Background: an optimization exercise with open tools, aiming at small area. Do not read the settings as production practice. Only simulation tests tie the RTL to the original design; equivalence was not proved. In runs 5 to 8 the design's own scripts or RTL, not TritonCTS, make the clock network. The clock input has no modelled driver; a real chip could not lean on it and would need a root buffer or a full tree. Power and IR drop assume default switching activity.

**design/flow/config.mk**
```make
export PLATFORM = sky130hd
export DESIGN_NAME = simple_spi_wb_bridge
export DESIGN_NICKNAME = simple_spi_wb_bridge
export VERILOG_FILES = /design/flow/design.v
export SDC_FILE = /design/flow/constraint.sdc
export NUM_CORES = 4
export LEC_CHECK = 0
export CAP_MARGIN = 20
export CORE_MARGIN = 2
export CORE_UTILIZATION = 40
export SLEW_MARGIN = 20
```
**design/flow/constraint.sdc**
```tcl
create_clock -name core_clock -period 5.0 [get_ports {clk}]
set_input_delay 1.0000 -clock core_clock [delete_from_list [all_inputs] [get_ports {clk}]]
set_output_delay 1.0000 -clock core_clock [all_outputs]
set_load 0.01 [all_outputs]
```
**design/flow/design.v**
```verilog
module simple_spi_wb_bridge (
    input wire clk,
    input wire rst,
    input wire spi_sclk,
    input wire spi_mosi,
    output wire spi_miso,
    input wire spi_cs_n,
    output reg [15:0] wb_adr_o,
    output wire [7:0] wb_dat_o,
    input wire [7:0] wb_dat_i,
    output wire wb_we_o,
    output wire wb_cyc_o,
    output wire wb_stb_o,
    input wire wb_ack_i
);
    reg spi_sclk_d1, spi_sclk_d2, spi_sclk_d3;
    always @(posedge clk) begin
        spi_sclk_d1 <= spi_sclk;
        spi_sclk_d2 <= spi_sclk_d1;
        spi_sclk_d3 <= spi_sclk_d2;
    end
    wire spi_cs_active = !spi_cs_n;
    wire sclk_rise = spi_sclk_d2 && !spi_sclk_d3;
    reg       kind;
    reg [4:0] pos;
    reg [7:0] shift;        
    reg       start;        
    reg       cyc;
    wire in_byte1 = (pos[4:3] == 2'd0);
    wire in_byte4 = (pos[4:3] == 2'd3);
    wire tx_phase = !kind && in_byte4;
    assign spi_miso = !tx_phase | shift[7];
    assign wb_dat_o = shift;
    assign wb_we_o  = kind;
    assign wb_cyc_o = cyc;
    assign wb_stb_o = cyc;
    always @(posedge clk) begin
        if (!spi_cs_active) begin
            pos <= 5'd0;
            kind <= 1'b0;
        end else if (sclk_rise && !(kind && in_byte1)) begin
            pos <= pos + 5'd1;
            if (in_byte1 || pos == 5'd31)
                kind <= in_byte1 ? spi_mosi : 1'b1;
        end
    end
    always @(posedge clk) begin
        start <= spi_cs_active && sclk_rise &&
                 (kind ? (pos == 5'd31) : (pos == 5'd23));
    end
    always @(posedge clk or posedge rst) begin
        if (rst)
            cyc <= 1'b0;
        else if (start)
            cyc <= 1'b1;
        else if (wb_ack_i)
            cyc <= 1'b0;
    end
    always @(posedge clk) begin
        if (wb_ack_i)
            shift <= wb_dat_i;
        else if (sclk_rise)
            shift <= {shift[6:0], spi_mosi};
    end
    always @(posedge clk) begin
        if (sclk_rise && !(kind && in_byte4))
            wb_adr_o <= {wb_adr_o[14:0], spi_mosi};
    end
endmodule
```
**design/flow/flow/run.sh**
```bash
#!/bin/bash
# Standard layout, with the port buffers made from the smallest buffer cell
# and a one-level clock tree without dummy loads.
set -o pipefail
bash standard.sh finish \
  "BUFFER_PORTS_ARGS=-buffer_cell sky130_fd_sc_hd__buf_1" \
  "CTS_ARGS=-sink_clustering_enable -repair_clock_nets -dont_use_dummy_load -root_buf sky130_fd_sc_hd__clkbuf_8 -buf_list sky130_fd_sc_hd__clkbuf_8 -sink_clustering_size 50 -sink_clustering_max_diameter 300" \
  > standard.log 2>&1
```
**design/flow/standard.sh**
```bash
#!/bin/bash
# synth_recipe.tcl (not shown) runs the flow's synth.tcl, then flattens the netlist and writes it again
# the make line also repeats each setting of config.mk as NAME=value (left out here)
make -C /OpenROAD-flow-scripts/flow DESIGN_CONFIG=/design/flow/config.mk WORK_HOME=/design/flow/orfs CLKGATE_MAP_FILE= SYNTH_SCRIPT=/design/flow/synth_recipe.tcl "${@:-finish}"
```
==> results.py, run 1 <==
metrics = {
    "global_route": {
        "grt_pass1_vias": 747,
        "overflow": 0,
        "grt_use_total_pct": 12.0,
        "grt_pass1_wl_mm": 3.24,
        "grt_max_degree": 17,
        "antenna_found_initial": 0,
    },
    "power_and_ir_drop": {
        "combPwrFrac_pct": 7.1,
        "p_seq_share_pct": 61.4,
        "power_frac_clock_pct": 31.5,
        "irDropWorstVdd_uv": 171,
        "p_int_uw": 431,
        "power.share.switching_pct": 20.4,
        "power_uw": 542,
        "p_per_area_mw_per_mm2": 342,
        "cellLeakagePower_uw": 0.000567,
        "p_sw_uw": 111,
    },
    "final_layout": {
        "drive_gt1_share_pct": 13.8,
        "fin_area_mm2": 0.00159,
        "n_fill_cell": 309,
        "multi_input_area_um2": 337,
        "regArea_um2": 946,
        "area_delta_synth_final_pct": 18.4,
        "final_cells": 176,
        "antenna_cells": 0,
        "nets": 148,
    },
    "placed_design": {
        "place_congestion": 0.676,
        "placed_area_mm2": 0.00152,
        "dp_hpwl_mm": 1.67,
        "dp_cells": 171,
        "io_buffer_count": 41,
    },
    "yosys": {
        "ys_top_cells_by_area": "edfxtp_1 54%, dfxtp_1 15%, mux2_2 6.7%",
        "synth_top_area_share_pct": 53.8,
        "yosysSeqAreaShare_pct": 70.6,
        "ys_ff_latch": 35,
        "syn_inst": 88,
        "synth_nets": 104,
        "synth-warning-count": 1,
        "synth_edf_count": 24,
        "yosysTopAreaCell": "edfxtp_1",
        "synth_area_mm2": 0.00134,
        "syn_area_per_cell_um2": 15.2,
        "synth_most_common_cell": "edfxtp_1",
        "ys_async_sr_fraction_pct": 2.86,
        "synthTopCellsByCount": "24 x edfxtp_1, 10 x dfxtp_1, 8 x mux2_2",
        "synthFlopType": "edfxtp_1",
        "synth_cell_type_count": 31,
    },
    "outcome": {
        "status": "no timing/DRC/antenna violations",
    },
    "critical_path": {
        "worstPathArrival_ns": 1.04,
        "worstPathMaxFanout": 10,
        "critical_path_class": "register to output pin",
        "required_ns": 4.00,
        "cp-end-kind": "output pin",
        "worstSetupStartpointType": "register",
    },
    "cts": {
        "clk_latency_ns": 0.27,
        "cts_setup_buffers": 0,
        "cts_buffers": 5,
        "cts.sinks": 35,
        "cts_hold_buf": 0,
        "cts_root_buf": "clkbuf_8",
        "cts_buffer_depth": 2,
        "clk_pin_slew_worst_paths_ns": 0.06,
        "htree_levels": 2,
        "cts_tree": "done",
        "post_cts_resized": 0,
    },
    "floorplanning": {
        "die_area_mm2": 0.00383,
        "die_w_um": 61.9,
        "fp.coreArea_mm2": 0.00328,
        "dieHeight_um": 61.9,
        "io_pins": 42,
        "start_util_pct": 40.8,
        "fp-row-count": 21,
    },
    "timing": {
        "finalHoldViolations": 0,
        "fin_crit_ns": 2.04,
        "tightestPinTransition_ns": 0.450,
        "grt_setup_unrepaired": "false",
        "drv_slew": 0,
        "whs_ns": 0.329,
        "fin_skew_ns": 0.00706,
        "fin_crit_sh_pct": 40.7,
        "fin_setup_tns_ns": 0,
        "setup_violations": 0,
        "fmax_mhz": 491,
        "maxSlewHeadroom_pct": 70.0,
    },
    "route": {
        "routed_wirelength_mm": 2.19,
        "viasPerCell": 4.74,
        "drt_first_pass_iters": 4,
        "via_count": 835,
        "ant_nets": 0,
        "drt-initial-drc-count": 14,
        "route.detailed.drc": 0,
        "avgRoutedWirePerCell_um": 12.4,
    },
    "run": {
        "cap_violations": 0,
    },
    "worst_hold_path": {
        "hp-class": "register to register",
    },
}
-- final cells by class --
| cell class | count | area share, % |
|---|---|---|
| clock buffer | 5 | 4.34 |
| timing repair buffer | 42 | 10.2 |
| multi-input combinational | 44 | 21.2 |
| inverter | 4 | 1.03 |
| sequential | 35 | 59.6 |
| tap | 46 | 3.63 |
-- cells by family (layout without fill, tap and decap cells) --
group / Yosys count / count (layout) / synth area share [%]
simple gates: 20 / 20 / 10.5
flops: 35 / 35 / 70.6
mux: 9 / 9 / 7.47
fa+ha+maj: 2 / 2 / 1.87
buf+inv: 9 / 51 / 4.29
compound gates: 13 / 13 / 5.32
-- critical path: stages, from the launching register on --
cell and delay, ns:
dfxtp_1 0.50, nand3_1 0.11, buf_1 0.16
-- stage by stage --
stage | utilization (%) | worst slack [ns]
3_3_place_gp | 46.2 | 2.96
2_1_floorplan | - | 3.08
3_5_place_dp | 46.2 | 2.90
5_1_grt | 48.3 | 2.88
6_report | 48.3 | 2.96
4_1_cts | 48.3 | 2.95
-- registers in the layout, indices dropped and copies added, names as in the netlist --
| register | cells |
|---|---|
| spi_sclk_d2 | 1 |
| start | 1 |
| spi_sclk_d1 | 1 |
| wb_adr_o | 16 |
| pos | 5 |
| shift | 8 |
| kind | 1 |
| spi_sclk_d3 | 1 |
| cyc | 1 |
-- routing by layer --
metal  global-route usage, %  routed length (um)
met3                    4.55                 150
met2                    19.1                1040
met1                    14.2                 963
met5                       0                   0
met4                    6.38                  34
-- cells in the final DEF (no fill, tap or decap), types with 2 or more instances in the layout --
master / n
a21oi_1: 6
buf_1: 41
clkbuf_8: 5
dfxtp_1: 10
edfxtp_1: 24
ha_1: 2
inv_1: 3
mux2_2: 8
nand2_1: 2
nand3_1: 4
o21ai_0: 4
or4_1: 2
-- power by group through the flow --
stage	registers [uW]	clock network, uW	logic, uW
after floorplan	344	0	17.9
after global placement	339	0	38.0
after detailed placement	340	0	39.1
after CTS	334	177	39.2
after global routing	335	187	43.6
final	333	171	38.3
-- path summary, 6_finish.rpt --
path	endpoint	slack, ns	startpoint	cells past startpoint
max in group asynchronous	cyc$_DFFE_PP0P_	4.39	rst	2
worst max-delay path	spi_miso	2.96	pos[4]$_SDFFE_PP0P_	2
worst min-delay path	spi_sclk_d2$_DFF_P_	0.33	spi_sclk_d1$_DFF_P_	0
worst max register to register	pos[2]$_SDFFE_PP0P_	3.55	pos[0]$_SDFFE_PP0P_	4
min in group asynchronous	cyc$_DFFE_PP0P_	0.53	rst	2
worst min register to register	spi_sclk_d2$_DFF_P_	0.33	spi_sclk_d1$_DFF_P_	0
==> inputs of run 2 (changes only) <==
==> design/flow/flow/run.sh (replaced) <==
#!/bin/bash
# The standard layout (standard.sh), with three changes:
# - synthesis maps the combinational logic with an area-oriented abc script
#   (flow/synth.tcl, flow/area.abc); registers are mapped as in the standard
#   synthesis;
# - the port buffers are the smallest buffer cell;
# - the clock tree gets no dummy loads.
# Each tool's log is in orfs/logs/; make's own output is in standard.log.
set -o pipefail
here=$(pwd)
export AREA_ABC_SCRIPT=$here/flow/area.abc
bash standard.sh finish \
  "SYNTH_SCRIPT=$here/flow/synth.tcl" \
  "AREA_ABC_SCRIPT=$here/flow/area.abc" \
  "BUFFER_PORTS_ARGS=-buffer_cell sky130_fd_sc_hd__buf_1" \
  "CTS_ARGS=-sink_clustering_enable -repair_clock_nets -dont_use_dummy_load" \
  > standard.log 2>&1
==> design/flow/flow/area.abc (new file) <==
strash
balance
rewrite
refactor
balance
rewrite
rewrite -z
balance
refactor -z
rewrite -z
balance
balance
rewrite
refactor
balance
rewrite
rewrite -z
balance
refactor -z
rewrite -z
balance
dch -f
amap
topo
==> design/flow/flow/synth.tcl (new file) <==
# The standard synthesis (synth_recipe.tcl), with the combinational logic
# mapped by an area-oriented abc script. Registers are mapped by dfflibmap
# before abc runs, exactly as in the standard synthesis.
proc synth {args} { yosys synth -nofsm -noshare {*}$args }
proc abc {args} {
  set i [lsearch -exact $args -script]
  if {$i >= 0} { set args [lreplace $args $i [expr {$i + 1}] -script $::env(AREA_ABC_SCRIPT)] }
  yosys abc {*}$args
}
source $::env(SCRIPTS_DIR)/synth.tcl
# left out here: clear keep_hierarchy, flatten, clean up, hide names made inside functions, write 1_2_yosys.v
==> results.py, run 2 <==
metrics = {
    "outcome": {
        "status": "no timing/DRC/antenna violations",
    },
    "final_layout": {
        "largestRegisters": "wb_adr_o x16, shift x8, pos x5",
        "regArea_um2": 946,
        "fin_util_pct": 49.0,
        "largest_register_ffs": 16,
        "mostFrequentLayoutCell": "buf_1",
        "multi_input_area_um2": 262,
        "n_fill_cell": 274,
        "drive_gt1_share_pct": 4.80,
        "layout_common_cells": "41 x buf_1, 24 x edfxtp_1, 10 x dfxtp_1, 8 x o22a_1, 8 x nor2_1",
        "area_delta_synth_final_pct": 18.9,
        "antenna_cells": 0,
        "nets": 143,
        "largest-register": "wb_adr_o",
    },
    "critical_path": {
        "worstPathMaxFanout": 6,
        "worstSetupStartpointType": "register",
        "required_ns": 4.00,
        "cp_top_family": "simple AND/OR/NAND/NOR gates",
        "crit_chain": "clkinv_1, or4_1, buf_1",
        "worstPathArrival_ns": 1.56,
        "reg2reg_slack_ns": 3.12,
        "critPathBufInv": 2,
        "cp-end-kind": "output pin",
        "cpMaxStageDelayCell": "or4_1",
        "cpPeakStageDelay_ns": 0.54,
        "critical_path_class": "register to output pin",
    },
    "cts": {
        "cts_tree": "done",
        "cts_buffers": 5,
        "post_cts_resized": 0,
        "cts_buffer_depth": 2,
        "cts_hold_buf": 0,
        "clk_pin_slew_worst_paths_ns": 0.09,
        "htree_levels": 2,
        "cts_root_buf": "clkbuf_4",
        "cts_setup_buffers": 0,
        "cts.sinks": 35,
        "clk_latency_ns": 0.32,
    },
    "floorplanning": {
        "start_util_pct": 41.2,
        "die_area_mm2": 0.00353,
        "fp.coreArea_mm2": 0.00298,
        "io_pins": 42,
        "die_w_um": 59.4,
        "dieHeight_um": 59.4,
        "fp-row-count": 20,
    },
    "timing": {
        "fmax_mhz": 390,
        "setup_violations": 0,
        "finalHoldViolations": 0,
        "fin_crit_sh_pct": 51.2,
        "maxSlewHeadroom_pct": 36.8,
        "fin_crit_ns": 2.56,
        "drv_slew": 0,
        "fin_skew_ns": 0.00986,
        "tightestPinTransition_ns": 0.945,
        "fin_setup_tns_ns": 0,
        "whs_ns": 0.334,
        "grt_setup_unrepaired": "false",
    },
    "placed_design": {
        "dp_hpwl_mm": 1.67,
        "place_congestion": 0.806,
        "io_buffer_count": 41,
    },
    "yosys": {
        "ys_async_sr_fraction_pct": 2.86,
        "synth_most_common_cell": "edfxtp_1",
        "synth_nets": 96,
        "syn_inst": 80,
        "synth_area_mm2": 0.00123,
        "syn_area_per_cell_um2": 15.3,
        "synth_top_area_share_pct": 58.7,
        "ys_ff_latch": 35,
        "synth_edf_count": 24,
        "synth-warning-count": 1,
        "synthFlopType": "edfxtp_1",
        "yosysSeqAreaShare_pct": 77.1,
        "yosysTopAreaCell": "edfxtp_1",
        "ys_top_cells_by_area": "edfxtp_1 59%, dfxtp_1 16%, o22a_1 5.7%",
        "synth_cell_type_count": 22,
        "synthTopCellsByCount": "24 x edfxtp_1, 10 x dfxtp_1, 8 x nor2_1, 8 x o22a_1, 5 x clkinv_1",
    },
    "route": {
        "drt_first_pass_iters": 4,
        "drt-initial-drc-count": 14,
        "ant_nets": 0,
        "route.detailed.drc": 0,
        "viasPerCell": 5.18,
        "routed_wirelength_mm": 2.26,
        "avgRoutedWirePerCell_um": 14.3,
        "via_count": 818,
    },
    "global_route": {
        "grt_max_degree": 17,
        "grt_pass1_vias": 727,
        "overflow": 0,
        "antenna_found_initial": 0,
        "grt_pass1_wl_mm": 3.31,
        "grt_use_total_pct": 13.6,
    },
    "power_and_ir_drop": {
        "p_int_uw": 385,
        "power_uw": 494,
        "p_sw_uw": 109,
        "power_frac_clock_pct": 25.5,
        "irDropWorstVdd_uv": 164,
        "cellLeakagePower_uw": 0.000491,
        "power.share.switching_pct": 22.1,
        "p_per_area_mw_per_mm2": 339,
        "combPwrFrac_pct": 7.1,
        "p_seq_share_pct": 67.3,
    },
    "worst_hold_path": {
        "hp-class": "register to register",
    },
    "run": {
        "cap_violations": 0,
    },
}
run 2: cells by family after synthesis:
family / count (synthesis) / synth area share, %
fa+ha+maj: 2 / 2.04
simple gates: 19 / 7.34
compound gates: 18 / 11.4
flops: 35 / 77.1
buf+inv: 6 / 2.14
run 2: power by group through the flow:
stage | combinational [uW] | sequential [uW] | clock (uW)
global route | 39.3 | 334 | 141
global placement | 34.9 | 339 | 0
detailed placement | 36.0 | 339 | 0
CTS | 36.1 | 333 | 133
floorplan | 13.5 | 343 | 0
finish | 35.3 | 332 | 126
run 2: routing by layer:
layer | wire length (um) | share of wire, % | track usage (%)
met5 | 0 | 0 | 0
met4 | 74 | 3.3 | 11.0
met3 | 93 | 4.1 | 4.15
met2 | 1110 | 49 | 19.9
met1 | 981 | 43 | 16.2
run 2: per-stage QoR:
step	instance area (um^2)	setup WS [ns]	cells
6_report	1460	2.44	158
5_1_grt	1460	2.29	158
4_1_cts	1460	2.42	158
3_5_place_dp	1420	2.62	153
3_3_place_gp	1420	2.81	153
2_1_floorplan	1230	2.95	80
run 2: worst paths after layout:
path,start,end,depth (start not counted)
max,pos[3]$_SDFFE_PP0P_,spi_miso,3
min,spi_sclk_d1$_DFF_P_,spi_sclk_d2$_DFF_P_,0
max reg2reg,pos[4]$_SDFFE_PP0P_,pos[3]$_SDFFE_PP0P_,6
min reg2reg,spi_sclk_d1$_DFF_P_,spi_sclk_d2$_DFF_P_,0
max in group asynchronous,rst,cyc$_DFFE_PP0P_,2
min in group asynchronous,rst,cyc$_DFFE_PP0P_,2
run 2: area by class of cell:
class	count	share of cell area, %
multi-input cells	39	17.9
flip-flops and latches	35	64.8
repair buffers	41	10.5
inverters	5	1.29
clock buffers	5	2.57
well taps	33	2.83
run 2: worst register-to-register path: stages (launching register included):
cell	delay, ns
dfxtp_1	0.43
clkinv_1	0.14
a31oi_1	0.47
clkinv_1	0.18
nor2b_1	0.20
nand3_1	0.13
a211oi_1	0.24
==> inputs of run 3 (changes only) <==
--- a/design/flow/design.v
+++ b/design/flow/design.v
@@ -34,19 +34,22 @@
     assign wb_we_o  = kind;
     assign wb_cyc_o = cyc;
     assign wb_stb_o = cyc;
+    wire pos_clear = !spi_cs_active || (kind && in_byte1);
     always @(posedge clk) begin
-        if (!spi_cs_active) begin
+        if (pos_clear)
             pos <= 5'd0;
-            kind <= 1'b0;
-        end else if (sclk_rise && !(kind && in_byte1)) begin
+        else if (sclk_rise)
             pos <= pos + 5'd1;
-            if (in_byte1 || pos == 5'd31)
-                kind <= in_byte1 ? spi_mosi : 1'b1;
-        end
     end
     always @(posedge clk) begin
-        start <= spi_cs_active && sclk_rise &&
-                 (kind ? (pos == 5'd31) : (pos == 5'd23));
+        if (!spi_cs_active)
+            kind <= 1'b0;
+        else if (sclk_rise && ((in_byte1 && spi_mosi) || pos == 5'd31))
+            kind <= 1'b1;
+    end
+    always @(posedge clk) begin
+        start <= spi_cs_active && sclk_rise && (pos[4] && pos[2] && pos[1] && pos[0]) &&
+                 (kind == pos[3]);
     end
     always @(posedge clk or posedge rst) begin
         if (rst)
==> results.py, run 3 <==
metrics = {
    "yosys": {
        "synth_compound_area_share_pct": 10.2,
        "synthFlopType": "edfxtp_1",
        "syn_inst": 81,
        "ys_ff_latch": 35,
        "synth_edf_count": 24,
        "synth_top_family_by_area": "compound AO/OA/AOI/OAI gates",
        "synthXorXnorAreaFrac_pct": 0,
        "synth_top_area_share_pct": 59.3,
        "yosysSeqAreaShare_pct": 77.8,
        "synth_area_mm2": 0.00122,
        "synth_nets": 97,
        "synth_most_common_cell": "edfxtp_1",
        "synth-warning-count": 1,
        "syn_area_per_cell_um2": 15.0,
        "yosysTopAreaCell": "edfxtp_1",
        "synthMuxAreaShare_pct": 0,
        "synthSimpleGateAreaFrac_pct": 7.51,
        "ys_async_sr_fraction_pct": 2.86,
        "ys_top_cells_by_area": "edfxtp_1 59%, dfxtp_1 16%, o22a_1 5.0%",
        "synthTopCellsByCount": "24 x edfxtp_1, 10 x dfxtp_1, 10 x nor2_1",
        "synth_cell_type_count": 21,
        "synthAdderAreaFrac_pct": 2.06,
    },
    "global_route": {
        "antenna_found_initial": 0,
        "grt_pass1_wl_mm": 3.15,
        "grt_max_degree": 17,
        "grt_pass1_vias": 729,
        "grt_use_total_pct": 12.8,
        "overflow": 0,
    },
    "placed_design": {
        "place_congestion": 0.796,
        "io_buffer_count": 41,
        "dp_hpwl_mm": 1.47,
    },
    "critical_path": {
        "worstPathMaxFanout": 5,
        "cpPeakStageDelay_ns": 0.37,
        "cp_top_family": "flip-flops",
        "critical_path_class": "register to output pin",
        "critPathBufInv": 2,
        "worstPathArrival_ns": 1.23,
        "cp-end-kind": "output pin",
        "crit_chain": "clkinv_1, nor2_1, nand3b_1, buf_1",
        "required_ns": 4.00,
        "reg2reg_slack_ns": 2.91,
        "worstSetupStartpointType": "register",
        "cpMaxStageDelayCell": "dfxtp_1",
    },
    "timing": {
        "fin_skew_ns": 0.0247,
        "tightestPinTransition_ns": 0.932,
        "setup_violations": 0,
        "fmax_mhz": 448,
        "grt_setup_unrepaired": "false",
        "fin_setup_tns_ns": 0,
        "fin_crit_sh_pct": 44.6,
        "whs_ns": 0.330,
        "fin_crit_ns": 2.23,
        "drv_slew": 0,
        "maxSlewHeadroom_pct": 37.6,
        "finalHoldViolations": 0,
    },
    "final_layout": {
        "area_delta_synth_final_pct": 19.0,
        "mostFrequentLayoutCell": "buf_1",
        "largest-register": "wb_adr_o",
        "nets": 144,
        "layout_common_cells": "41 x buf_1, 24 x edfxtp_1, 10 x nor2_1, 10 x dfxtp_1, 7 x o22a_1",
        "antenna_cells": 0,
        "drive_gt1_share_pct": 4.76,
        "n_fill_cell": 273,
        "largestRegisters": "wb_adr_o x16, shift x8, pos x5",
        "largest_register_ffs": 16,
    },
    "power_and_ir_drop": {
        "irDropWorstVdd_uv": 147,
        "power_frac_clock_pct": 25.1,
        "combPwrFrac_pct": 7.4,
        "p_int_uw": 386,
        "p_sw_uw": 108,
        "power.share.switching_pct": 21.8,
        "p_seq_share_pct": 67.5,
        "p_per_area_mw_per_mm2": 341,
        "cellLeakagePower_uw": 0.000500,
    },
    "cts": {
        "htree_levels": 2,
        "cts.sinks": 35,
        "cts_hold_buf": 0,
        "clk_latency_ns": 0.33,
        "cts_buffers": 5,
        "cts_buffer_depth": 2,
        "post_cts_resized": 0,
        "cts_setup_buffers": 0,
        "cts_tree": "done",
        "clk_pin_slew_worst_paths_ns": 0.08,
        "cts_root_buf": "clkbuf_4",
    },
    "route": {
        "via_count": 783,
        "drt-initial-drc-count": 26,
        "viasPerCell": 4.92,
        "ant_nets": 0,
        "drt_first_pass_iters": 4,
        "routed_wirelength_mm": 2.00,
        "route.detailed.drc": 0,
        "avgRoutedWirePerCell_um": 12.6,
    },
    "floorplanning": {
        "die_w_um": 59.1,
        "fp-row-count": 20,
        "dieHeight_um": 59.1,
        "start_util_pct": 40.8,
        "fp.coreArea_mm2": 0.00298,
        "die_area_mm2": 0.00350,
        "io_pins": 42,
    },
    "worst_hold_path": {
        "hp-class": "register to register",
    },
    "outcome": {
        "status": "no timing/DRC/antenna violations",
    },
    "run": {
        "cap_violations": 0,
    },
}
## run 3: changes by cell type after synthesis, sizes merged, moves of 2 or more
cell | previous run | this run
a22oi | 3 | 0
a21oi | 1 | 3
o22ai | 0 | 2
nor2 | 8 | 10
a31oi | 3 | 1
## run 3: layout make-up
type                            count  area [um^2]  share of cell area [%]
Timing Repair Buffer               41          154                    10.6
Multi-Input combinational cell     39          246                    17.0
Clock buffer                        5         37.5                    2.59
Inverter                            6         22.5                    1.56
Tap cell                           33         41.3                    2.85
Sequential cell                    35          946                    65.3
## run 3: through the flow
stage	setup slack (ns)	instance area [um^2]	util, %	instances	power (uW)
after floorplan	2.90	1220	-	81	360
after detailed placement	2.70	1410	47.4	154	378
after global placement	2.79	1410	47.4	154	377
after CTS	2.74	1450	48.6	159	504
final	2.77	1450	48.6	159	494
after global routing	2.65	1450	48.6	159	522
## run 3: per-layer routing
layer	wire length (um)	share of wire (%)	GRT usage, %	vias up
met4	13	0.65	5.84	0
li1	-	-	-	396
met2	953	48	19.0	26
met3	101	5.1	6.55	2
met1	930	47	15.5	359
met5	0	0	0	-
## run 3: path summary, 6_finish.rpt
path,start,to,depth (start not counted)
max reg2reg,spi_sclk_d2$_DFF_P_,wb_adr_o[2]$_DFFE_PP_,3
min,spi_sclk_d1$_DFF_P_,spi_sclk_d2$_DFF_P_,0
max,pos[3]$_SDFFE_PP0P_,spi_miso,4
max in group asynchronous,rst,cyc$_DFFE_PP0P_,2
min in group asynchronous,rst,cyc$_DFFE_PP0P_,2
min reg2reg,spi_sclk_d1$_DFF_P_,spi_sclk_d2$_DFF_P_,0
## run 3: cells by family after synthesis
family / count (synthesis)
DFF: 35
buffers and inverters: 7
AOI/OAI and AO/OA: 17
and+or+nand+nor: 20
adders and majority gates: 2
## run 3: power by group through the flow
| stage | sequential (uW) | combinational, uW | clock (uW) |
|---|---|---|---|
| 6_report | 334 | 36.8 | 124 |
| 5_1_grt | 336 | 42.2 | 144 |
| 4_1_cts | 334 | 37.6 | 133 |
| 3_5_place_dp | 340 | 37.6 | 0 |
| 3_3_place_gp | 340 | 36.7 | 0 |
| 2_1_floorplan | 344 | 16.1 | 0 |
==> inputs of run 4 (changes only) <==
--- a/design/flow/config.mk
+++ b/design/flow/config.mk
@@ -7,5 +7,6 @@
 export LEC_CHECK = 0
 export CAP_MARGIN = 20
 export CORE_MARGIN = 2
-export CORE_UTILIZATION = 40
+export CORE_UTILIZATION = 70
+export PLACE_DENSITY = 0.85
 export SLEW_MARGIN = 20
==> results.py, run 4 <==
metrics = {
    "worst_hold_path": {
        "min_to": "spi_sclk_d2$_DFF_P_",
        "hp-class": "register to register",
        "hold_start": "spi_sclk_d1$_DFF_P_",
        "holdPathStages": 0,
    },
    "cts": {
        "cts_buffer_depth": 2,
        "htree_levels": 2,
        "clk_pin_slew_worst_paths_ns": 0.09,
        "cts_setup_buffers": 0,
        "cts_hold_buf": 0,
        "cts.sinks": 35,
        "clk_latency_ns": 0.33,
        "cts_tree": "done",
        "post_cts_resized": 0,
        "cts_root_buf": "clkbuf_4",
        "cts_buffers": 5,
    },
    "floorplanning": {
        "dieHeight_um": 45.7,
        "fp.coreArea_mm2": 0.00167,
        "io_pins": 42,
        "start_util_pct": 72.8,
        "fp-row-count": 15,
        "die_w_um": 45.7,
        "die_area_mm2": 0.00209,
    },
    "critical_path": {
        "cpMaxStageDelayCell": "dfxtp_1",
        "worstSetupStartpointType": "register",
        "rr_endpoint": "wb_adr_o[10]$_DFFE_PP_",
        "reg2reg_from": "spi_sclk_d2$_DFF_P_",
        "worstPathArrival_ns": 1.24,
        "required_ns": 4.00,
        "critical_path_class": "register to output pin",
        "worstRegToRegCells": 4,
        "cpPeakStageDelay_ns": 0.37,
        "crit_chain": "clkinv_1, nor2_1, nand3b_1, buf_1",
        "cp_top_family": "flip-flops",
        "cp-end-kind": "output pin",
        "worstPathMaxFanout": 5,
        "critPathBufInv": 2,
        "reg2reg_slack_ns": 3.24,
    },
    "final_layout": {
        "mostFrequentLayoutCell": "buf_1",
        "largest_register_ffs": 16,
        "fin_area_mm2": 0.00143,
        "drive_gt1_share_pct": 4.72,
        "n_fill_cell": 93,
        "antenna_cells": 0,
        "largestRegisters": "wb_adr_o x16, shift x8, pos x5",
        "largest-register": "wb_adr_o",
        "area_delta_synth_final_pct": 17.5,
        "nets": 145,
        "layout_common_cells": "41 x buf_1, 24 x edfxtp_1, 10 x nor2_1, 10 x dfxtp_1, 7 x o22a_1",
        "final_cells": 144,
    },
    "yosys": {
        "yosysTopAreaCell": "edfxtp_1",
        "synth_nets": 97,
        "ys_top_cells_by_area": "edfxtp_1 59%, dfxtp_1 16%, o22a_1 5.0%",
        "ys_async_sr_fraction_pct": 2.86,
        "ys_ff_latch": 35,
        "synth_edf_count": 24,
        "synthTopCellsByCount": "24 x edfxtp_1, 10 x dfxtp_1, 10 x nor2_1",
        "yosysSeqAreaShare_pct": 77.8,
        "synth_cell_type_count": 21,
        "synth_top_area_share_pct": 59.3,
        "synth-warning-count": 1,
        "syn_inst": 81,
        "synth_area_mm2": 0.00122,
        "synth_most_common_cell": "edfxtp_1",
        "synthFlopType": "edfxtp_1",
        "syn_area_per_cell_um2": 15.0,
    },
    "timing": {
        "finalHoldViolations": 0,
        "maxSlewHeadroom_pct": 60.7,
        "fin_crit_sh_pct": 44.7,
        "drv_slew": 0,
        "fin_crit_ns": 2.24,
        "grt_setup_unrepaired": "false",
        "tightestPinTransition_ns": 0.583,
        "fmax_mhz": 447,
        "worst_slack_ns": 2.76,
        "setup_violations": 0,
        "fin_setup_tns_ns": 0,
        "fin_skew_ns": 0.0190,
    },
    "global_route": {
        "grt_pass1_wl_mm": 3.42,
        "overflow": 0,
        "grt_pass1_vias": 720,
        "grt_max_degree": 17,
        "grt_use_total_pct": 25.9,
        "antenna_found_initial": 0,
    },
    "placed_design": {
        "io_buffer_count": 41,
        "dp_hpwl_mm": 1.66,
        "placed_area_mm2": 0.00139,
        "place_congestion": 0.772,
        "place_ws_ns": 2.63,
        "dp_cells": 139,
    },
    "route": {
        "drt_first_pass_iters": 4,
        "route.detailed.drc": 0,
        "avgRoutedWirePerCell_um": 15.4,
        "viasPerCell": 5.58,
        "via_count": 803,
        "routed_wirelength_mm": 2.22,
        "drt-initial-drc-count": 33,
        "ant_nets": 0,
    },
    "outcome": {
        "status": "no timing/DRC/antenna violations",
    },
    "power_and_ir_drop": {
        "p_per_area_mw_per_mm2": 347,
        "cellLeakagePower_uw": 0.000504,
        "power_uw": 496,
        "irDropWorstVdd_uv": 259,
    },
    "run": {
        "cap_violations": 0,
    },
}
==> run 4: cell counts after synthesis <==
Identical to the previous run, type by type.
==> run 4: metrics by stage <==
stage	hold WS (ns)	util [%]
3_5_place_dp	0.315	83.3
5_1_grt	0.352	85.5
6_report	0.342	85.5
4_1_cts	0.345	85.5
2_1_floorplan	0.310	-
3_3_place_gp	0.318	83.3
==> run 4: kinds of logic (layout without fill, tap and decap cells) <==
logic type | after synthesis | in the layout | synth area share, %
DFF | 35 | 35 | 77.8
adders and majority gates | 2 | 2 | 2.06
and+or+nand+nor | 20 | 20 | 7.51
AOI/OAI and AO/OA | 17 | 17 | 10.2
buffers and inverters | 7 | 53 | 2.47
==> run 4: cell type report <==
type,instances,area (um^2),area share (%)
clock buffer,5,37.5,2.63
inverter,6,22.5,1.58
multi-input combinational,39,240,16.8
sequential,35,946,66.2
tap,17,21.3,1.49
timing repair buffer,42,161,11.3
==> run 4: worst max path at each step <==
stage                                   start                     to  cells after the start
after detailed placement             wb_ack_i     shift[6]$_DFFE_PP_                      3
after global routing      pos[3]$_SDFFE_PP0P_               spi_miso                      4
after floorplan           spi_sclk_d2$_DFF_P_  wb_adr_o[0]$_DFFE_PP_                      3
after CTS                 pos[3]$_SDFFE_PP0P_               spi_miso                      4
after global placement               wb_ack_i     shift[5]$_DFFE_PP_                      3
final                     pos[3]$_SDFFE_PP0P_               spi_miso                      4
==> run 4: layer usage <==
metal	up-vias	share of wire (%)	global-route usage [%]
li1	397	-	-
met1	376	41	31.0
met2	28	52	39.7
met3	2	5.6	9.52
met4	0	0.54	15.9
met5	-	0	0
==> run 4: where the power goes <==
group	switching [uW]	leakage [uW]	total, uW	internal [uW]
sequential	8.31	0.000324	334	325
clock	77.4	0.0000230	124	46.9
combinational	23.9	0.000157	38.3	14.4
total	110	0.000504	496	387
==> run 4: worst reg2reg max path, delay by kind of cell, from the launching register on <==
kind / cells / cell delay (ns)
simple gates: 1 / 0.36
flops: 1 / 0.33
buf+inv: 2 / 0.54
compound gates: 1 / 0.21
==> inputs of run 5 (changes only) <==
==> design/flow/flow/run.sh (replaced) <==
#!/bin/bash
# The standard layout (standard.sh), with these changes:
# - synthesis maps the combinational logic with an area-oriented abc script
#   (flow/synth.tcl, flow/area.abc); registers are mapped as in the standard
#   synthesis;
# - the port buffers are the smallest buffer cell;
# - the clock tree is three buffers driven by the clock port, each driving a
#   third of the registers (flow/clock_tree.tcl).
# Each tool's log is in orfs/logs/; make's own output is in standard.log.
set -o pipefail
here=$(pwd)
export AREA_ABC_SCRIPT=$here/flow/area.abc
export CLK_BUF=sky130_fd_sc_hd__buf_4
export CLK_BUF_COUNT=3
bash standard.sh finish \
  "SYNTH_SCRIPT=$here/flow/synth.tcl" \
  "AREA_ABC_SCRIPT=$here/flow/area.abc" \
  "BUFFER_PORTS_ARGS=-buffer_cell sky130_fd_sc_hd__buf_1" \
  "PRE_CTS_TCL=$here/flow/clock_tree.tcl" \
  > standard.log 2>&1
==> design/flow/flow/clock_tree.tcl (new file) <==
# Clock tree made by hand, in place of clock_tree_synthesis (run as the
# PRE_CTS_TCL hook of ORFS's cts.tcl). The clock port drives CLK_BUF_COUNT
# buffers of type CLK_BUF; each drives the registers of one horizontal band
# of the placement and is placed at their centroid (legalised afterwards by
# cts.tcl's detailed_placement). All registers are one buffer from the port.
set block [ord::get_db_block]
set clknet [[$block findBTerm clk] getNet]
set master [[ord::get_db] findMaster $::env(CLK_BUF)]
set n $::env(CLK_BUF_COUNT)
set sinks {}
foreach it [$clknet getITerms] {
  set b [[$it getInst] getBBox]
  lappend sinks [list $it [$b xMin] [$b yMin]]
}
set sinks [lsort -integer -index 2 $sinks]
set total [llength $sinks]
for {set k 0} {$k < $n} {incr k} {
  set lo [expr {$k * $total / $n}]
  set hi [expr {($k + 1) * $total / $n - 1}]
  set group [lrange $sinks $lo $hi]
  set buf [odb::dbInst_create $block $master clkbuf_$k]
  set net [odb::dbNet_create $block clk_buf_$k]
  $net setSigType CLOCK
  set sx 0; set sy 0
  foreach s $group {
    set it [lindex $s 0]
    $it disconnect
    $it connect $net
    incr sx [lindex $s 1]; incr sy [lindex $s 2]
  }
  [$buf findITerm A] connect $clknet
  [$buf findITerm X] connect $net
  set cnt [llength $group]
  $buf setLocation [expr {$sx / $cnt}] [expr {$sy / $cnt}]
  $buf setPlacementStatus PLACED
  puts "clock_tree.tcl: [$buf getName] ($::env(CLK_BUF)) drives $cnt registers"
}
# cts.tcl calls clock_tree_synthesis next: the tree is already built.
rename clock_tree_synthesis {}
proc clock_tree_synthesis {args} {
  puts "clock_tree.tcl: clock tree built by hand, clock_tree_synthesis skipped"
  set_propagated_clock [all_clocks]
}
--- a/design/flow/config.mk
+++ b/design/flow/config.mk
@@ -5,8 +5,8 @@
 export SDC_FILE = /design/flow/constraint.sdc
 export NUM_CORES = 4
 export LEC_CHECK = 0
-export CAP_MARGIN = 20
+export CAP_MARGIN = 0
 export CORE_MARGIN = 2
 export CORE_UTILIZATION = 70
 export PLACE_DENSITY = 0.85
-export SLEW_MARGIN = 20
+export SLEW_MARGIN = 0
==> results.py, run 5 <==
metrics = {
    "outcome": {
        "status": "no timing/DRC/antenna violations",
    },
    "timing": {
        "fin_crit_sh_pct": 44.6,
        "grt_setup_unrepaired": "false",
        "setup_violations": 0,
        "drv_slew": 0,
        "tightestPinTransition_ns": 0.560,
        "fin_crit_ns": 2.23,
        "maxSlewHeadroom_pct": 62.3,
        "fmax_mhz": 449,
        "finalHoldViolations": 0,
        "fin_skew_ns": 0.00298,
        "fin_setup_tns_ns": 0,
    },
    "final_layout": {
        "area_delta_synth_final_pct": 16.3,
        "nets": 143,
        "drive_gt1_share_pct": 3.20,
        "fin_area_mm2": 0.00141,
        "largest-register": "wb_adr_o",
        "n_fill_cell": 93,
        "multi_input_area_um2": 240,
        "fin_util_pct": 84.6,
        "regArea_um2": 946,
        "largest_register_ffs": 16,
        "largestRegisters": "wb_adr_o x16, shift x8, pos x5",
        "mostFrequentLayoutCell": "buf_1",
        "layout_common_cells": "41 x buf_1, 24 x edfxtp_1, 10 x nor2_1, 10 x dfxtp_1, 7 x o22a_1",
        "antenna_cells": 0,
    },
    "critical_path": {
        "required_ns": 4.82,
        "reg2reg_from": "spi_sclk_d2$_DFF_P_",
        "worstPathArrival_ns": 2.05,
        "worstSetupStartpointType": "input pin",
        "reg2reg_slack_ns": 3.25,
        "worstRegToRegCells": 4,
        "worstPathMaxFanout": 11,
        "cp-end-kind": "register",
        "critical_path_class": "input pin to register",
        "rr_endpoint": "wb_adr_o[0]$_DFFE_PP_",
    },
    "cts": {
        "clk_pin_slew_worst_paths_ns": 0.10,
        "cts_setup_buffers": 0,
        "cts_hold_buf": 0,
        "clk_latency_ns": 0.14,
        "post_cts_resized": 0,
    },
    "yosys": {
        "synthTopCellsByCount": "24 x edfxtp_1, 10 x dfxtp_1, 10 x nor2_1",
        "synth_edf_count": 24,
        "yosysTopAreaCell": "edfxtp_1",
        "yosysSeqAreaShare_pct": 77.8,
        "ys_ff_latch": 35,
        "synth-warning-count": 1,
        "synth_cell_type_count": 21,
        "synth_most_common_cell": "edfxtp_1",
        "ys_top_cells_by_area": "edfxtp_1 59%, dfxtp_1 16%, o22a_1 5.0%",
        "synth_nets": 97,
        "synth_top_area_share_pct": 59.3,
        "syn_inst": 81,
        "ys_async_sr_fraction_pct": 2.86,
        "syn_area_per_cell_um2": 15.0,
        "synth_area_mm2": 0.00122,
        "synthFlopType": "edfxtp_1",
    },
    "route": {
        "wl_met1_um": 896,
        "drt-initial-drc-count": 27,
        "wl_met3_um": 78,
        "viasPerCell": 5.58,
        "ant_nets": 0,
        "via_count": 793,
        "routed_wirelength_mm": 2.12,
        "route.detailed.drc": 0,
        "top_layer": "met4",
        "avgRoutedWirePerCell_um": 15.0,
        "wl_met2_mm": 1.14,
        "drt_first_pass_iters": 4,
    },
    "worst_hold_path": {
        "holdPathStages": 0,
        "hp-class": "register to register",
        "hold_start": "spi_sclk_d1$_DFF_P_",
        "min_to": "spi_sclk_d2$_DFF_P_",
    },
    "power_and_ir_drop": {
        "cellLeakagePower_uw": 0.000496,
        "combPwrFrac_pct": 8.2,
        "irDropWorstVdd_uv": 253,
        "p_per_area_mw_per_mm2": 331,
        "p_seq_share_pct": 71.2,
        "power_frac_clock_pct": 20.7,
        "power_uw": 468,
        "p_int_uw": 371,
        "power.share.switching_pct": 20.7,
        "p_sw_uw": 97.1,
    },
    "global_route": {
        "grt_use_total_pct": 22.4,
        "grt_pass1_vias": 711,
        "grt_pass1_wl_mm": 3.36,
        "antenna_found_initial": 0,
        "overflow": 0,
        "grt_max_degree": 17,
    },
    "placed_design": {
        "io_buffer_count": 41,
        "place_congestion": 0.772,
        "placed_area_mm2": 0.00139,
        "dp_hpwl_mm": 1.66,
    },
    "floorplanning": {
        "die_area_mm2": 0.00209,
        "die_w_um": 45.7,
        "start_util_pct": 72.8,
        "io_pins": 42,
        "fp-row-count": 15,
        "fp.coreArea_mm2": 0.00167,
        "dieHeight_um": 45.7,
    },
    "run": {
        "cap_violations": 0,
    },
}
## run 5: cell types whose count changed in the layout (fill, tap and decap cells not counted)
cell and delta:
buf_4 +3, clkbuf_4 -5
## run 5: metal layers
metal	up-vias	GRT usage [%]
li1	391	-
met1	376	31.6
met2	24	39.7
met3	2	1.59
met4	0	2.35
met5	-	0
## run 5: kinds of logic (layout without fill, tap and decap cells)
family	Yosys count	count (layout)	share of synthesized area [%]
flops	35	35	77.8
simple gates	20	20	7.51
compound gates	17	17	10.2
buf+inv	7	51	2.47
fa+ha+maj	2	2	2.06
## run 5: final cells by class
cell class                 instances  share of cell area (%)
buffer                             3                    1.59
inverter                           6                    1.59
multi-input combinational         39                    17.0
sequential                        35                    66.9
tap                               17                    1.50
timing repair buffer              42                    11.4
## run 5: metrics by stage
stage               hold WS [ns]  worst slack, ns  cells
floorplan                  0.310             2.90     81
global placement           0.318             2.78    139
detailed placement         0.315             2.63    139
CTS                        0.345             2.79    142
global route               0.348             2.59    142
finish                     0.339             2.77    142
## run 5: worst max-delay path, stage by stage
cell	delay (ns)
buf_1	0.29
clkinv_1	0.38
nand2_1	0.38
## run 5: power groups by stage
stage	registers, uW	logic (uW)	clock network (uW)
3_5_place_dp	340	38.5	0
2_1_floorplan	344	16.1	0
6_report	333	38.2	96.9
3_3_place_gp	339	36.3	0
4_1_cts	334	38.6	96.5
5_1_grt	335	43.4	107
## run 5: how the worst max path moves through the flow
stage	endpoint	slack [ns]	startpoint	cells past startpoint
3_3_place_gp	shift[5]$_DFFE_PP_	2.78	wb_ack_i	3
6_report	shift[1]$_DFFE_PP_	2.77	wb_ack_i	3
4_1_cts	shift[6]$_DFFE_PP_	2.79	wb_ack_i	3
5_1_grt	shift[1]$_DFFE_PP_	2.59	wb_ack_i	3
2_1_floorplan	wb_adr_o[0]$_DFFE_PP_	2.90	spi_sclk_d2$_DFF_P_	3
3_5_place_dp	shift[6]$_DFFE_PP_	2.63	wb_ack_i	3
==> inputs of run 6 (changes only) <==
--- a/design/flow/config.mk
+++ b/design/flow/config.mk
@@ -8,5 +8,6 @@
 export CAP_MARGIN = 0
 export CORE_MARGIN = 2
 export CORE_UTILIZATION = 70
+export GPL_TIMING_DRIVEN = 0
 export PLACE_DENSITY = 0.85
 export SLEW_MARGIN = 0
==> results.py, run 6 <==
metrics = {
    "outcome": {
        "status": "no timing/DRC/antenna violations",
    },
    "power_and_ir_drop": {
        "irDropWorstVdd_uv": 269,
        "cellLeakagePower_uw": 0.000496,
        "p_per_area_mw_per_mm2": 333,
    },
    "yosys": {
        "synth_nets": 97,
        "synth_edf_count": 24,
        "synth_top_family_by_area": "compound AO/OA/AOI/OAI gates",
        "synth_compound_area_share_pct": 10.2,
        "ys_async_sr_fraction_pct": 2.86,
        "synthSimpleGateAreaFrac_pct": 7.51,
        "yosysTopAreaCell": "edfxtp_1",
        "synthTopCellsByCount": "24 x edfxtp_1, 10 x dfxtp_1, 10 x nor2_1",
        "syn_inst": 81,
        "synthMuxAreaShare_pct": 0,
        "synth_cell_type_count": 21,
        "ys_ff_latch": 35,
        "synth_top_area_share_pct": 59.3,
        "synthFlopType": "edfxtp_1",
        "synthXorXnorAreaFrac_pct": 0,
        "synth_area_mm2": 0.00122,
        "syn_area_per_cell_um2": 15.0,
        "synthAdderAreaFrac_pct": 2.06,
        "synth_most_common_cell": "edfxtp_1",
        "ys_top_cells_by_area": "edfxtp_1 59%, dfxtp_1 16%, o22a_1 5.0%",
        "synth-warning-count": 1,
        "yosysSeqAreaShare_pct": 77.8,
    },
    "critical_path": {
        "required_ns": 4.81,
        "rr_endpoint": "wb_adr_o[4]$_DFFE_PP_",
        "critical_path_class": "input pin to register",
        "crit_chain": "buf_1, clkinv_1, nand2_1",
        "reg2reg_from": "spi_sclk_d2$_DFF_P_",
        "worstRegToRegCells": 3,
        "reg2reg_slack_ns": 2.80,
        "worstPathMaxFanout": 11,
        "worstPathArrival_ns": 2.15,
        "critPathBufInv": 2,
        "cpMaxStageDelayCell": "nand2_1",
        "cp-end-kind": "register",
        "cpPeakStageDelay_ns": 0.43,
        "cp_top_family": "buffers and inverters",
        "worstSetupStartpointType": "input pin",
    },
    "final_layout": {
        "mostFrequentLayoutCell": "buf_1",
        "n_fill_cell": 102,
        "largest_register_ffs": 16,
        "drive_gt1_share_pct": 4.00,
        "nets": 143,
        "largest-register": "wb_adr_o",
        "layout_common_cells": "41 x buf_1, 24 x edfxtp_1, 10 x nor2_1, 10 x dfxtp_1, 7 x o22a_1",
        "antenna_cells": 0,
        "largestRegisters": "wb_adr_o x16, shift x8, pos x5",
        "area_delta_synth_final_pct": 16.8,
        "final_cells": 142,
    },
    "run": {
        "cap_violations": 0,
    },
    "floorplanning": {
        "io_pins": 42,
        "die_area_mm2": 0.00209,
        "fp-row-count": 15,
        "fp.coreArea_mm2": 0.00167,
        "die_w_um": 45.7,
        "dieHeight_um": 45.7,
        "start_util_pct": 72.8,
    },
    "route": {
        "drt_first_pass_iters": 4,
        "viasPerCell": 5.78,
        "routed_wirelength_mm": 2.30,
        "avgRoutedWirePerCell_um": 16.2,
        "route.detailed.drc": 0,
        "ant_nets": 0,
        "via_count": 821,
        "drt-initial-drc-count": 19,
    },
    "timing": {
        "setup_violations": 0,
        "fin_crit_ns": 2.34,
        "fin_skew_ns": 0.0116,
        "maxSlewHeadroom_pct": 37.3,
        "drv_slew": 0,
        "finalHoldViolations": 0,
        "fmax_mhz": 428,
        "fin_setup_tns_ns": 0,
        "tightestPinTransition_ns": 0.938,
        "grt_setup_unrepaired": "false",
        "fin_crit_sh_pct": 46.8,
        "worst_slack_ns": 2.66,
    },
    "placed_design": {
        "dp_cells": 139,
        "dp_hpwl_mm": 1.70,
        "place_congestion": 0.731,
        "io_buffer_count": 41,
        "place_ws_ns": 2.54,
    },
    "cts": {
        "cts_hold_buf": 0,
        "post_cts_resized": 0,
        "cts_setup_buffers": 0,
        "clk_pin_slew_worst_paths_ns": 0.11,
        "clk_latency_ns": 0.15,
    },
    "worst_hold_path": {
        "min_to": "spi_sclk_d3$_DFF_P_",
        "hp-class": "register to register",
        "hold_start": "spi_sclk_d2$_DFF_P_",
        "holdPathStages": 0,
    },
    "global_route": {
        "overflow": 0,
        "antenna_found_initial": 0,
        "grt_pass1_wl_mm": 3.45,
        "grt_pass1_vias": 734,
        "grt_max_degree": 17,
        "grt_use_total_pct": 22.9,
    },
}
==> run 6: changes by cell type in the layout (fill, tap and decap cells not counted) <==
cell | before | now
a31oi_1 | 1 | 0
a31oi_2 | 0 | 1
==> run 6: worst max-delay path by stage <==
stage | start | end | cells past startpoint
2_1_floorplan | spi_sclk_d2$_DFF_P_ | wb_adr_o[0]$_DFFE_PP_ | 3
5_1_grt | wb_ack_i | shift[2]$_DFFE_PP_ | 3
3_5_place_dp | wb_ack_i | shift[7]$_DFFE_PP_ | 3
3_3_place_gp | spi_sclk_d2$_DFF_P_ | wb_adr_o[0]$_DFFE_PP_ | 3
6_report | wb_ack_i | shift[4]$_DFFE_PP_ | 3
4_1_cts | wb_ack_i | shift[1]$_DFFE_PP_ | 3
==> run 6: through the flow <==
step / hold slack (ns) / area, um^2 / utilization (%) / power [uW]
floorplan: 0.310 / 1220 / - / 360
global placement: 0.314 / 1390 / 83.3 / 375
detailed placement: 0.324 / 1400 / 83.7 / 379
CTS: 0.346 / 1420 / 85.0 / 472
global route: 0.352 / 1420 / 85.0 / 488
finish: 0.340 / 1420 / 85.0 / 472
==> run 6: kinds of logic after synthesis <==
| family | count (synthesis) |
|---|---|
| flops | 35 |
| simple gates | 20 |
| compound gates | 17 |
| buf+inv | 7 |
| fa+ha+maj | 2 |
==> run 6: power breakdown <==
group / internal, uW / switching (uW) / total (uW)
clock: 31.7 / 67.9 / 99.6
combinational: 14.2 / 25.0 / 39.2
sequential: 325 / 8.22 / 334
total: 371 / 101 / 472
==> run 6: final cells by class <==
| class | instances | area (um^2) | area share [%] |
|---|---|---|---|
| inverter | 6 | 22.5 | 1.59 |
| buffer | 4 | 30.0 | 2.11 |
| multi-input combinational | 39 | 246 | 17.4 |
| timing repair buffer | 41 | 154 | 10.8 |
| tap | 17 | 21.3 | 1.50 |
| sequential | 35 | 946 | 66.6 |
==> run 6: metal layers <==
metal  up-vias  routed length [um]  GRT usage, %
met5         -                   0             0
met4         0                  66          5.88
met3         8                 104          1.19
met2        40                1120          39.2
met1       381                1010          32.1
li1        392                   -             -
==> inputs of run 7 (changes only) <==
==> design/flow/config.mk (replaced) <==
export PLATFORM = sky130hd
export DESIGN_NAME = simple_spi_wb_bridge
export DESIGN_NICKNAME = simple_spi_wb_bridge
export VERILOG_FILES = /design/flow/design.v
export SDC_FILE = /design/flow/constraint.sdc
export NUM_CORES = 4
export LEC_CHECK = 0
export CAP_MARGIN = 20
export CORE_MARGIN = 2
export CORE_UTILIZATION = 40
export PLACE_DENSITY = 0.9
export SLEW_MARGIN = 20
==> results.py, run 7 <==
metrics = {
    "outcome": {
        "status": "no timing/DRC/antenna violations",
    },
    "critical_path": {
        "worstPathMaxFanout": 11,
        "critical_path_class": "input pin to register",
        "cpPeakStageDelay_ns": 0.39,
        "cp-end-kind": "register",
        "required_ns": 4.82,
        "cp_top_family": "buffers and inverters",
        "cpMaxStageDelayCell": "nand2_1",
        "critPathBufInv": 2,
        "crit_chain": "buf_1, clkinv_1, nand2_1",
        "cp-startpoint": "wb_ack_i",
        "worstSetupStartpointType": "input pin",
        "worstPathArrival_ns": 2.02,
        "worstRegToRegCells": 4,
        "reg2reg_from": "spi_sclk_d2$_DFF_P_",
        "path_depth": 3,
    },
    "worst_hold_path": {
        "hp-class": "register to register",
        "holdPathStages": 0,
        "hold_start": "spi_sclk_d1$_DFF_P_",
    },
    "timing": {
        "fin_skew_ns": 0.0128,
        "setup_violations": 0,
        "fin_crit_sh_pct": 44.1,
        "finalHoldViolations": 0,
        "drv_slew": 0,
        "fmax_mhz": 454,
        "maxSlewHeadroom_pct": 62.0,
        "whs_ns": 0.351,
        "grt_setup_unrepaired": "false",
        "fin_crit_ns": 2.20,
        "tightestPinTransition_ns": 0.565,
        "worst_slack_ns": 2.80,
        "fin_setup_tns_ns": 0,
    },
    "global_route": {
        "overflow": 0,
        "grt_pass1_vias": 749,
        "grt_pass1_wl_mm": 3.25,
        "grt_use_total_pct": 11.8,
        "grt_max_degree": 17,
        "antenna_found_initial": 0,
    },
    "route": {
        "ant_nets": 0,
        "routed_wirelength_mm": 2.18,
        "viasPerCell": 5.06,
        "avgRoutedWirePerCell_um": 13.8,
        "drt_first_pass_iters": 4,
        "route.detailed.drc": 0,
        "drt-initial-drc-count": 19,
        "via_count": 800,
    },
    "placed_design": {
        "dp_cells": 155,
        "io_buffer_count": 41,
        "place_congestion": 0.768,
        "place_ws_ns": 2.61,
        "dp_hpwl_mm": 1.68,
    },
    "yosys": {
        "synth_nets": 97,
        "syn_area_per_cell_um2": 15.0,
        "synth_most_common_cell": "edfxtp_1",
        "synth_top_area_share_pct": 59.3,
        "synth_cell_type_count": 21,
        "synth-warning-count": 1,
        "ys_ff_latch": 35,
        "ys_async_sr_fraction_pct": 2.86,
        "synth_edf_count": 24,
        "ys_top_cells_by_area": "edfxtp_1 59%, dfxtp_1 16%, o22a_1 5.0%",
        "syn_inst": 81,
        "synth_area_mm2": 0.00122,
        "yosysSeqAreaShare_pct": 77.8,
        "yosysTopAreaCell": "edfxtp_1",
        "synthFlopType": "edfxtp_1",
        "synthTopCellsByCount": "24 x edfxtp_1, 10 x dfxtp_1, 10 x nor2_1",
    },
    "power_and_ir_drop": {
        "irDropWorstVdd_uv": 124,
        "p_per_area_mw_per_mm2": 327,
        "cellLeakagePower_uw": 0.000496,
    },
    "final_layout": {
        "mostFrequentLayoutCell": "buf_1",
        "largestRegisters": "wb_adr_o x16, shift x8, pos x5",
        "final_cells": 158,
        "n_fill_cell": 272,
        "layout_common_cells": "41 x buf_1, 24 x edfxtp_1, 10 x nor2_1, 10 x dfxtp_1, 7 x o22a_1",
        "nets": 143,
        "fin_util_pct": 48.2,
        "antenna_cells": 0,
        "largest-register": "wb_adr_o",
        "area_delta_synth_final_pct": 17.9,
        "drive_gt1_share_pct": 3.20,
        "largest_register_ffs": 16,
    },
    "cts": {
        "cts_hold_buf": 0,
        "post_cts_resized": 0,
        "cts_setup_buffers": 0,
        "clk_latency_ns": 0.15,
        "clk_pin_slew_worst_paths_ns": 0.10,
    },
    "floorplanning": {
        "dieHeight_um": 59.1,
        "fp.coreArea_mm2": 0.00298,
        "io_pins": 42,
        "fp-row-count": 20,
        "start_util_pct": 40.8,
        "die_w_um": 59.1,
        "die_area_mm2": 0.00350,
    },
    "run": {
        "cap_violations": 0,
    },
}
-- run 7: cell counts after synthesis --
No cell type changed its count.
-- run 7: layer usage --
layer  up-vias  routed length [um]  part of all wire [%]  global-route usage (%)
met1       376                 992                    46                    15.1
li1        390                   -                     -                       -
met4         0                  34                   1.6                    1.62
met5         -                   0                     0                       0
met3         4                 119                   5.5                    1.97
met2        30                1030                    47                    21.6
-- run 7: cells by family after synthesis --
logic type | count (synthesis) | share of synthesized area [%]
flip-flops | 35 | 77.8
buffers and inverters | 7 | 2.47
AO/OA/AOI/OAI | 17 | 10.2
AND/OR/NAND/NOR | 20 | 7.51
adder cells (fa/ha/maj) | 2 | 2.06
-- run 7: final cells by class --
class / instances / area, um^2 / area share [%]
plain buffers: 3 / 22.5 / 1.57
inverters: 6 / 22.5 / 1.57
multi-input cells: 39 / 240 / 16.8
flip-flops and latches: 35 / 946 / 66.0
well taps: 33 / 41.3 / 2.88
repair buffers: 42 / 161 / 11.3
-- run 7: stage by stage --
| step | instance area, um^2 | power (uW) |
|---|---|---|
| detailed placement | 1410 | 379 |
| CTS | 1430 | 474 |
| global route | 1430 | 490 |
| floorplan | 1220 | 360 |
| global placement | 1410 | 376 |
| finish | 1430 | 468 |
-- run 7: final timing paths --
kind                       slack [ns]                endpoint
min in group asynchronous        0.64         cyc$_DFFE_PP0P_
setup / recovery                 2.80      shift[7]$_DFFE_PP_
hold reg to reg                  0.35     spi_sclk_d2$_DFF_P_
hold / removal                   0.35     spi_sclk_d2$_DFF_P_
max in group asynchronous        4.28         cyc$_DFFE_PP0P_
setup reg to reg                 3.27  wb_adr_o[10]$_DFFE_PP_
-- run 7: where the power goes --
group | switching (uW) | internal (uW) | total [uW]
logic | 23.7 | 14.5 | 38.2
clock network | 65.2 | 31.6 | 96.9
registers | 8.05 | 325 | 333
total | 97.0 | 371 | 468
==> inputs of run 8 (changes only) <==
--- a/design/flow/config.mk
+++ b/design/flow/config.mk
@@ -8,5 +8,4 @@
 export CAP_MARGIN = 20
 export CORE_MARGIN = 2
 export CORE_UTILIZATION = 40
-export PLACE_DENSITY = 0.9
 export SLEW_MARGIN = 20
==> results.py, run 8 <==
metrics = {
    "outcome": {
        "status": "no timing/DRC/antenna violations",
    },
    "worst_hold_path": {
        "holdPathStages": 0,
        "hp-class": "register to register",
        "min_to": "spi_sclk_d2$_DFF_P_",
        "hold_start": "spi_sclk_d1$_DFF_P_",
    },
    "placed_design": {
        "place_ws_ns": 2.70,
        "dp_hpwl_mm": 1.47,
        "io_buffer_count": 41,
        "placed_area_mm2": 0.00141,
        "dp_cells": 154,
        "place_congestion": 0.796,
    },
    "yosys": {
        "syn_area_per_cell_um2": 15.0,
        "synthTopCellsByCount": "24 x edfxtp_1, 10 x dfxtp_1, 10 x nor2_1",
        "synth_nets": 97,
        "yosysSeqAreaShare_pct": 77.8,
        "ys_top_cells_by_area": "edfxtp_1 59%, dfxtp_1 16%, o22a_1 5.0%",
        "yosysTopAreaCell": "edfxtp_1",
        "synth_top_area_share_pct": 59.3,
        "synthFlopType": "edfxtp_1",
        "synth-warning-count": 1,
        "synth_most_common_cell": "edfxtp_1",
        "synth_edf_count": 24,
        "ys_async_sr_fraction_pct": 2.86,
        "ys_ff_latch": 35,
        "synth_cell_type_count": 21,
        "syn_inst": 81,
        "synth_area_mm2": 0.00122,
    },
    "timing": {
        "fin_setup_tns_ns": 0,
        "fin_crit_ns": 2.14,
        "grt_setup_unrepaired": "false",
        "drv_slew": 0,
        "setup_violations": 0,
        "fin_skew_ns": 0.00922,
        "fin_crit_sh_pct": 42.7,
        "fmax_mhz": 468,
        "maxSlewHeadroom_pct": 38.9,
        "worst_slack_ns": 2.86,
        "tightestPinTransition_ns": 0.913,
        "finalHoldViolations": 0,
    },
    "critical_path": {
        "path_depth": 3,
        "cp-end-kind": "register",
        "reg2reg_from": "spi_sclk_d2$_DFF_P_",
        "cp_top_family": "buffers and inverters",
        "worstPathMaxFanout": 11,
        "critical_path_class": "input pin to register",
        "crit_chain": "buf_1, clkinv_1, nand2_1",
        "rr_endpoint": "wb_adr_o[6]$_DFFE_PP_",
        "reg2reg_slack_ns": 2.91,
        "cpMaxStageDelayCell": "nand2_1",
        "worstRegToRegCells": 3,
        "required_ns": 4.83,
        "worstSetupStartpointType": "input pin",
        "worstPathArrival_ns": 1.96,
        "critPathBufInv": 2,
        "cpPeakStageDelay_ns": 0.37,
    },
    "floorplanning": {
        "die_area_mm2": 0.00350,
        "io_pins": 42,
        "fp-row-count": 20,
        "dieHeight_um": 59.1,
        "fp.coreArea_mm2": 0.00298,
        "die_w_um": 59.1,
        "start_util_pct": 40.8,
    },
    "final_layout": {
        "layout_common_cells": "41 x buf_1, 24 x edfxtp_1, 10 x nor2_1, 10 x dfxtp_1, 7 x o22a_1",
        "fin_area_mm2": 0.00143,
        "antenna_cells": 0,
        "final_cells": 157,
        "largestRegisters": "wb_adr_o x16, shift x8, pos x5",
        "nets": 142,
        "n_fill_cell": 271,
        "mostFrequentLayoutCell": "buf_1",
        "largest_register_ffs": 16,
        "largest-register": "wb_adr_o",
        "area_delta_synth_final_pct": 17.8,
        "drive_gt1_share_pct": 3.23,
    },
    "route": {
        "drt-initial-drc-count": 24,
        "routed_wirelength_mm": 1.95,
        "ant_nets": 0,
        "viasPerCell": 4.90,
        "via_count": 770,
        "avgRoutedWirePerCell_um": 12.4,
        "route.detailed.drc": 0,
        "drt_first_pass_iters": 4,
    },
    "cts": {
        "cts_hold_buf": 0,
        "clk_latency_ns": 0.14,
        "post_cts_resized": 0,
        "clk_pin_slew_worst_paths_ns": 0.11,
        "cts_setup_buffers": 0,
    },
    "global_route": {
        "grt_pass1_wl_mm": 3.04,
        "antenna_found_initial": 0,
        "grt_pass1_vias": 704,
        "grt_max_degree": 17,
        "overflow": 0,
        "grt_use_total_pct": 11.0,
    },
    "power_and_ir_drop": {
        "power_uw": 468,
        "p_per_area_mw_per_mm2": 326,
        "cellLeakagePower_uw": 0.000491,
        "irDropWorstVdd_uv": 143,
    },
    "run": {
        "cap_violations": 0,
    },
}
## run 8: changes by cell type in the layout (fill, tap and decap cells not counted), sizes merged
| cell | delta |
|---|---|
| buf | -1 |
## run 8: per-layer routing
| metal | global-route usage [%] | vias to the layer above | wire length, um |
|---|---|---|---|
| met3 | 0.873 | 3 | 64 |
| li1 | - | 390 | - |
| met2 | 18.1 | 23 | 935 |
| met5 | 0 | - | 0 |
| met4 | 1.95 | 0 | 31 |
| met1 | 16.2 | 354 | 919 |
## run 8: worst reg2reg max path, stage by stage, from the launching register on
cell and delay (ns):
dfxtp_1 0.33, nor2b_1 0.34, clkinv_1 0.27, a31oi_2 0.78
## run 8: stage by stage
stage	util, %	hold slack [ns]
3_5_place_dp	47.4	0.314
4_1_cts	48.1	0.325
3_3_place_gp	47.4	0.310
6_report	48.1	0.329
2_1_floorplan	-	0.310
5_1_grt	48.1	0.342
## run 8: kinds of logic after synthesis
family / after synthesis / synth area share (%)
AOI/OAI and AO/OA: 17 / 10.2
adders and majority gates: 2 / 2.06
buffers and inverters: 7 / 2.47
DFF: 35 / 77.8
and+or+nand+nor: 20 / 7.51
## run 8: area by class of cell
class,count,area [um^2],area share (%)
plain buffers,3,22.5,1.57
inverters,6,22.5,1.57
well taps,33,41.3,2.88
flip-flops and latches,35,946,66.0
repair buffers,41,154,10.7
multi-input cells,39,246,17.2
## run 8: worst max path at each step
stage                                    from                     to  slack [ns]
after floorplan           spi_sclk_d2$_DFF_P_  wb_adr_o[0]$_DFFE_PP_        2.90
after global placement               wb_ack_i     shift[5]$_DFFE_PP_        2.79
after detailed placement             wb_ack_i     shift[6]$_DFFE_PP_        2.70
after CTS                 spi_sclk_d2$_DFF_P_  wb_adr_o[6]$_DFFE_PP_        2.83
after global routing      spi_sclk_d2$_DFF_P_  wb_adr_o[4]$_DFFE_PP_        2.63
final                                wb_ack_i     shift[6]$_DFFE_PP_        2.86
## run 8: where the power goes
group | internal [uW] | leakage (uW) | switching [uW]
Clock | 31.6 | 0.0000144 | 65.8
Sequential | 325 | 0.000324 | 8.14
Combinational | 14.1 | 0.000152 | 22.6
Total | 371 | 0.000491 | 96.6

-- static timing again, ports no longer ideal --
No port has a modelled driver above. Below, the same layouts with a new extraction and two added sets of constraints.
Step 1 assumes that a clkbuf_16 drives the clock port and a buf_2 every other input.
Step 2 moves the port delays by t, midway between the first and last clock arrival at a register: inputs arrive t later, outputs are due t later. That takes back most of the time a late clock gives input paths.
Slacks: ideal / step 1 / step 2; pairs: ideal / step 1.
| run | t (ns) | setup WS [ns] | worst setup path at the end | worst register clock-pin slew, ns | pins driven straight from the clock port |
|---|---|---|---|---|---|
| run 1 | 0.292 | 2.963 / 2.941 / 2.889 | input to register | 0.06 / 0.06 | 1 |
| run 2 | 0.338 | 2.439 / 2.417 / 2.641 | input to register | 0.10 / 0.10 | 1 |
| run 3 | 0.338 | 2.770 / 2.749 / 2.668 | input to register | 0.11 / 0.11 | 1 |
| run 4 | 0.337 | 2.764 / 2.743 / 2.592 | input to register | 0.09 / 0.09 | 1 |
| run 5 | 0.171 | 2.772 / 2.779 / 2.608 | input to register | 0.10 / 0.10 | 3 |
| run 6 | 0.173 | 2.662 / 2.668 / 2.495 | input to register | 0.11 / 0.11 | 3 |
| run 7 | 0.172 | 2.797 / 2.808 / 2.635 | input to register | 0.11 / 0.11 | 3 |
| run 8 | 0.172 | 2.864 / 2.876 / 2.704 | input to register | 0.11 / 0.11 | 3 |
After both steps every run listed still meets setup and hold. For run 4, which loses most, drivers alone change the setup slack by -0.021 ns; drivers and shift together by -0.172 ns.
